This design comes from an exercise in tuning for small area and a short achievable clock period on the open sky130 flow, not from production work.
At most, simulation tests tie the RTL to the original design; equivalence was not proved.
Power figures rest on the tool's default switching activity, not on a simulated workload. No driver is modelled on the clock port, so clocking that relies on it looks cheaper here than on a real chip.

==> module fifo, before the edit <==
module fifo(
  input clk,rst,wr_en,rd_en,
  input [7:0] buf_in,
  output reg [7:0]buf_out,
  output reg buf_empty,buf_full,
  output reg [6:0] fifo_counter
);
  reg [7:0] buf_mem[63:0];
  reg [7:0] rsel_lo, rsel_hi;    
  wire wr_acc = wr_en & ~buf_full;
  wire rd_acc = rd_en & ~buf_empty;
  wire inc = wr_acc & ~rd_acc;
  wire dec = rd_acc & ~wr_acc;
  integer i;
  always @(posedge clk) begin
    if (wr_acc) begin
      buf_mem[0] <= buf_in;
      for (i = 1; i < 64; i = i + 1)
        buf_mem[i] <= buf_mem[i-1];
    end
  end
  reg [7:0] rd_data;
  integer j;
  always @* begin
    rd_data = 8'd0;
    for (j = 0; j < 64; j = j + 1)
      rd_data = rd_data | (buf_mem[j] & {8{rsel_hi[j/8] & rsel_lo[j%8]}});
  end
  always @(posedge clk or posedge rst) begin
    if (rst)
      buf_out <= 8'd0;
    else if (rd_acc)
      buf_out <= rd_data;
  end
  always @(posedge clk or posedge rst) begin
    if (rst) begin
      fifo_counter <= 7'd0;
      rsel_lo <= 8'h80;
      rsel_hi <= 8'h80;
      buf_empty <= 1'b1;
      buf_full <= 1'b0;
    end else begin
      if (inc) begin
        fifo_counter <= fifo_counter + 7'd1;
        rsel_lo <= {rsel_lo[6:0], rsel_lo[7]};
        if (rsel_lo[7]) rsel_hi <= {rsel_hi[6:0], rsel_hi[7]};
      end else if (dec) begin
        fifo_counter <= fifo_counter - 7'd1;
        rsel_lo <= {rsel_lo[0], rsel_lo[7:1]};
        if (rsel_lo[0]) rsel_hi <= {rsel_hi[0], rsel_hi[7:1]};
      end
      buf_full  <= buf_full ? ~rd_en : (fifo_counter == 7'd63) & wr_en & ~rd_en;
      buf_empty <= buf_empty ? ~wr_en : (fifo_counter == 7'd1) & rd_en & ~wr_en;
    end
  end
endmodule
export LEC_CHECK = 0
export CAP_MARGIN = 20
export CORE_MARGIN = 2
export CORE_UTILIZATION = 40
export SETUP_SLACK_MARGIN = 1.4
export SLEW_MARGIN = 20
create_clock -name core_clock -period 3.3 [get_ports {clk}]
standard.sh (not shown) runs the stock make flow with config.mk's settings and CLKGATE_MAP_FILE= SYNTH_SCRIPT=/design/flow/synth_recipe.tcl, a recipe that flattens the netlist after the stock synthesis.
==> flow/flow/run.sh <==
#!/bin/bash
# Standard ORFS layout, with plain buffers on the ports and resizing not
# limited to each cell's footprint.
set -euo pipefail
bash standard.sh MATCH_CELL_FOOTPRINT=0 \
  "BUFFER_PORTS_ARGS=-buffer_cell sky130_fd_sc_hd__buf_4" \
  finish > flow.log 2>&1
Then changed:
--- a/flow/design.v
+++ b/flow/design.v
@@ -19,18 +19,18 @@
         buf_mem[i] <= buf_mem[i-1];
     end
   end
-  reg [7:0] rd_data;
+  reg [7:0] rd_next;
   integer j;
   always @* begin
-    rd_data = 8'd0;
+    rd_next = buf_out & {8{~rd_acc}};
     for (j = 0; j < 64; j = j + 1)
-      rd_data = rd_data | (buf_mem[j] & {8{rsel_hi[j/8] & rsel_lo[j%8]}});
+      rd_next = rd_next | (buf_mem[j] & {8{rsel_hi[j/8] & rsel_lo[j%8] & rd_acc}});
   end
   always @(posedge clk or posedge rst) begin
     if (rst)
       buf_out <= 8'd0;
-    else if (rd_acc)
-      buf_out <= rd_data;
+    else
+      buf_out <= rd_next;
   end
   always @(posedge clk or posedge rst) begin
     if (rst) begin
Fmax is lower by 16%.
Setup slack loses 0.40 ns.
Wire length is higher by 22%.
Global-route usage is higher by 4.7 points.
Total power is higher by 0.37%.
No functional check of the RTL was part of any run of this note.

## v6
Another version of the RTL of fifo (not shown whole).
Size in the first run: roughly 1100 cells after synthesis, about 29 I/O pins, roughly 19000 um^2 of cells after synthesis.
==> module fifo, before the edit <==
module fifo(
  input clk,rst,wr_en,rd_en,
  input [7:0] buf_in,
  output reg [7:0]buf_out,
  output buf_empty,
  output reg buf_full,
  output reg [6:0] fifo_counter
);
  reg [7:0] buf_mem[63:0];
  reg not_empty;
  assign buf_empty = ~not_empty;
  wire wr_acc = wr_en & ~buf_full;
  wire rd_acc = rd_en & not_empty;
  wire inc = wr_acc & ~rd_acc;
  wire dec = rd_acc & ~wr_acc;
  integer i;
  always @(posedge clk) begin
    if (wr_acc) begin
      buf_mem[1] <= buf_in;
      for (i = 2; i < 64; i = i + 1)
        buf_mem[i] <= buf_mem[i-1];
      buf_mem[0] <= buf_mem[63];
    end
  end
  wire [7:0] lo0, lo1, lo2, lo3, hi;
  fifo_dec3 u_lo0 (.a(fifo_counter[2:0]), .y(lo0));
  fifo_dec3 u_lo1 (.a(fifo_counter[2:0]), .y(lo1));
  fifo_dec3 u_lo2 (.a(fifo_counter[2:0]), .y(lo2));
  fifo_dec3 u_lo3 (.a(fifo_counter[2:0]), .y(lo3));
  fifo_dec3 u_hi  (.a(fifo_counter[5:3]), .y(hi));
  wire [7:0] out_next;
  wire rd_hold_n = ~rd_acc;
  genvar gg, kk, bb;
  generate
    for (bb = 0; bb < 8; bb = bb + 1) begin : g_bit
      wire [7:0] grp;   
      wire [7:0] n;     
      wire [3:0] m;
      wire [1:0] k;
      wire h;           
      for (gg = 0; gg < 8; gg = gg + 1) begin : g_grp
        wire [7:0] lo = (gg < 2) ? lo0 : (gg < 4) ? lo1 : (gg < 6) ? lo2 : lo3;
        fifo_sel8 u_s (
          .d({buf_mem[8*gg+7][bb], buf_mem[8*gg+6][bb], buf_mem[8*gg+5][bb], buf_mem[8*gg+4][bb],
              buf_mem[8*gg+3][bb], buf_mem[8*gg+2][bb], buf_mem[8*gg+1][bb], buf_mem[8*gg][bb]}),
          .s(lo), .y(grp[gg]));
        fifo_nand3 u_n (.a(grp[gg]), .b(hi[gg]), .c(rd_acc), .y(n[gg]));
      end
      for (kk = 0; kk < 4; kk = kk + 1) begin : g_m
        fifo_nand2 u_m (.a(n[2*kk]), .b(n[2*kk+1]), .y(m[kk]));
      end
      for (kk = 0; kk < 2; kk = kk + 1) begin : g_k
        fifo_nor2 u_k (.a(m[2*kk]), .b(m[2*kk+1]), .y(k[kk]));
      end
      fifo_nand2 u_h (.a(buf_out[bb]), .b(rd_hold_n), .y(h));
      fifo_nand3 u_o (.a(k[0]), .b(k[1]), .c(h), .y(out_next[bb]));
    end
  endgenerate
  always @(posedge clk or posedge rst) begin
    if (rst)
      buf_out <= 8'd0;
    else
      buf_out <= out_next;
  end
  wire [6:0] cnt_up = fifo_counter + 7'd1;
  wire [6:0] cnt_dn = fifo_counter - 7'd1;
  always @(posedge clk or posedge rst) begin
    if (rst) begin
      fifo_counter <= 7'd0;
      not_empty <= 1'b0;
      buf_full <= 1'b0;
    end else begin
      if (inc)
        fifo_counter <= cnt_up;
      else if (dec)
        fifo_counter <= cnt_dn;
      buf_full  <= buf_full ? ~rd_en : (fifo_counter == 7'd63) & wr_en & ~rd_en;
      not_empty <= not_empty ? ~((fifo_counter == 7'd1) & rd_en & ~wr_en) : wr_en;
    end
  end
endmodule
==> module fifo_dec3, before the edit <==
module fifo_dec3(
  input [2:0] a,
  output [7:0] y
);
  assign y = 8'd1 << a;
endmodule
Settings: LEC_CHECK=0, CAP_MARGIN=20, CORE_MARGIN=2, CORE_UTILIZATION=40, SETUP_SLACK_MARGIN=1.4, SLEW_MARGIN=20, SYNTH_HIERARCHICAL=1, SYNTH_MINIMUM_KEEP_SIZE=0; clock period 3.3 ns.
==> flow/flow/run.sh <==
#!/bin/bash
# Standard ORFS layout, with plain buffers on the ports, resizing not limited
# to each cell's footprint, and larger clock-tree sink clusters.
set -euo pipefail
bash standard.sh MATCH_CELL_FOOTPRINT=0 \
  "BUFFER_PORTS_ARGS=-buffer_cell sky130_fd_sc_hd__buf_4" \
  "CTS_ARGS=-sink_clustering_enable -repair_clock_nets -dont_use_dummy_load -sink_clustering_size 30 -sink_clustering_max_diameter 100" \
  finish > flow.log 2>&1
Changes in v7 relative to v6:
==> flow/design.v <==
module fifo(
  input clk,rst,wr_en,rd_en,
  input [7:0] buf_in,
  output reg [7:0]buf_out,
  output buf_empty,
  output reg buf_full,
  output reg [6:0] fifo_counter
);
  reg [7:0] buf_mem[63:0];
  reg [7:0] rsel_lo0, rsel_lo1, rsel_lo2, rsel_lo3;   
  reg [7:0] rsel_hi;                                  
  reg not_empty;
  assign buf_empty = ~not_empty;
  wire wr_acc = wr_en & ~buf_full;
  wire rd_acc = rd_en & not_empty;
  wire inc = wr_acc & ~rd_acc;
  wire dec = rd_acc & ~wr_acc;
  integer i;
  always @(posedge clk) begin
    if (wr_acc) begin
      buf_mem[0] <= buf_in;
      for (i = 1; i < 64; i = i + 1)
        buf_mem[i] <= buf_mem[i-1];
    end
  end
  wire [7:0] out_next;
  wire rd_hold_n = ~rd_acc;
  genvar gg, kk, bb;
  generate
    for (bb = 0; bb < 8; bb = bb + 1) begin : g_bit
      wire [7:0] grp;   
      wire [7:0] n;     
      wire [3:0] m;
      wire [1:0] k;
      wire h;           
      for (gg = 0; gg < 8; gg = gg + 1) begin : g_grp
        wire [7:0] lo = (gg < 2) ? rsel_lo0 : (gg < 4) ? rsel_lo1 : (gg < 6) ? rsel_lo2 : rsel_lo3;
        fifo_sel8 u_s (
          .d({buf_mem[8*gg+7][bb], buf_mem[8*gg+6][bb], buf_mem[8*gg+5][bb], buf_mem[8*gg+4][bb],
              buf_mem[8*gg+3][bb], buf_mem[8*gg+2][bb], buf_mem[8*gg+1][bb], buf_mem[8*gg][bb]}),
          .s(lo), .y(grp[gg]));
        fifo_nand3 u_n (.a(grp[gg]), .b(rsel_hi[gg]), .c(rd_acc), .y(n[gg]));
      end
      for (kk = 0; kk < 4; kk = kk + 1) begin : g_m
        fifo_nand2 u_m (.a(n[2*kk]), .b(n[2*kk+1]), .y(m[kk]));
      end
      for (kk = 0; kk < 2; kk = kk + 1) begin : g_k
        fifo_nor2 u_k (.a(m[2*kk]), .b(m[2*kk+1]), .y(k[kk]));
      end
      fifo_nand2 u_h (.a(buf_out[bb]), .b(rd_hold_n), .y(h));
      fifo_nand3 u_o (.a(k[0]), .b(k[1]), .c(h), .y(out_next[bb]));
    end
  endgenerate
  always @(posedge clk or posedge rst) begin
    if (rst)
      buf_out <= 8'd0;
    else
      buf_out <= out_next;
  end
  wire [6:0] cnt_up = fifo_counter + 7'd1;
  wire [6:0] cnt_dn = fifo_counter - 7'd1;
  always @(posedge clk or posedge rst) begin
    if (rst) begin
      fifo_counter <= 7'd0;
      rsel_lo0 <= 8'h80;
      rsel_lo1 <= 8'h80;
      rsel_lo2 <= 8'h80;
      rsel_lo3 <= 8'h80;
      rsel_hi <= 8'h80;
      not_empty <= 1'b0;
      buf_full <= 1'b0;
    end else begin
      if (inc) begin
        fifo_counter <= cnt_up;
        rsel_lo0 <= {rsel_lo0[6:0], rsel_lo0[7]};
        rsel_lo1 <= {rsel_lo1[6:0], rsel_lo1[7]};
        rsel_lo2 <= {rsel_lo2[6:0], rsel_lo2[7]};
        rsel_lo3 <= {rsel_lo3[6:0], rsel_lo3[7]};
        if (rsel_lo0[7]) rsel_hi <= {rsel_hi[6:0], rsel_hi[7]};
      end else if (dec) begin
        fifo_counter <= cnt_dn;
        rsel_lo0 <= {rsel_lo0[0], rsel_lo0[7:1]};
        rsel_lo1 <= {rsel_lo1[0], rsel_lo1[7:1]};
        rsel_lo2 <= {rsel_lo2[0], rsel_lo2[7:1]};
        rsel_lo3 <= {rsel_lo3[0], rsel_lo3[7:1]};
        if (rsel_lo0[0]) rsel_hi <= {rsel_hi[0], rsel_hi[7:1]};
      end
      buf_full  <= buf_full ? ~rd_en : (fifo_counter == 7'd63) & wr_en & ~rd_en;
      not_empty <= not_empty ? ~((fifo_counter == 7'd1) & rd_en & ~wr_en) : wr_en;
    end
  end
endmodule
module fifo_sel8(
  input [7:0] d,
  input [7:0] s,
  output y
);
  assign y = |(d & s);
endmodule
module fifo_nand2(input a, b, output y);
  assign y = ~(a & b);
endmodule
module fifo_nand3(input a, b, c, output y);
  assign y = ~(a & b & c);
endmodule
module fifo_nor2(input a, b, output y);
  assign y = ~(a | b);
endmodule
Notes after the runs:
- Sort v6 and v7 by total via count in the routed design desc -> top: v7
- Run comparison: v7 end point of the critical path fifo_counter[5]$_DFFE_PP0P_; v6 end point of the critical path buf_out[6]$_DFF_PP0_
- Relative to v6, the design area measured on v7 has increased by a few percent.
- Changes observed in v7 relative to v6: global-route usage -1.7 points, number of global-route vias before repair +4.5%, net switching power figure -2.9 mW, mean instance size in the synthesized netlist -about 4.6%, top fanout value on the critical path -13.
- Of v6 and v7, the run reporting the lower cell count of the worst reg-to-reg path was v7.
- Core box area in v7 vs v6: up 7.7%
- In v7, overall power after layout is lower than in v6.
Function not checked in v6: the RTL went through the layout flow alone.

==> port drivers added, routing unchanged <==
The flow's constraints put no driver on any port. The routed layouts listed below were extracted and timed again, unchanged, in two steps. Step 1: set_driving_cell puts a clkbuf_16 on clk and a buf_2 on each other input, an assumption about the parent block. Step 2 moves the port delays by t, midway between the first and last clock arrival at a register: inputs arrive t later, outputs are due t later. That takes back most of the time a late clock gives input paths. Three values: ideal, step 1, step 2; two values: the first two.
| run | shift t [ns] | setup WS [ns] | hold slack, ns | worst setup path after step 2 | slew at the worst register clock pin (ns) | worst slew at a driven data input, ns |
|---|---|---|---|---|---|---|
| the first run of note 1 | 0.655 | 1.199 / 1.199 / 0.909 | 0.189 / 0.160 / 0.444 | input to register | 0.06 / 0.06 | 0.04 |
| the second run of note 1 | 0.649 | 0.796 / 0.796 / 0.423 | 0.219 / 0.191 / 0.446 | input to register | 0.07 / 0.07 | 0.04 |
| v6 | 0.598 | 1.202 / 1.174 / 1.138 | 0.212 / 0.181 / 0.422 | input to register | 0.12 / 0.12 | 0.03 |
| v7 | 0.613 | 1.406 / 1.367 / 1.058 | 0.018 / -0.011 / 0.456 | input to register | 0.12 / 0.12 | 0.03 |
After both steps every run listed still meets setup and hold. The setup slack of the second run of note 1, which loses most, moves by 0.000 ns with the drivers and by -0.373 ns with both steps.
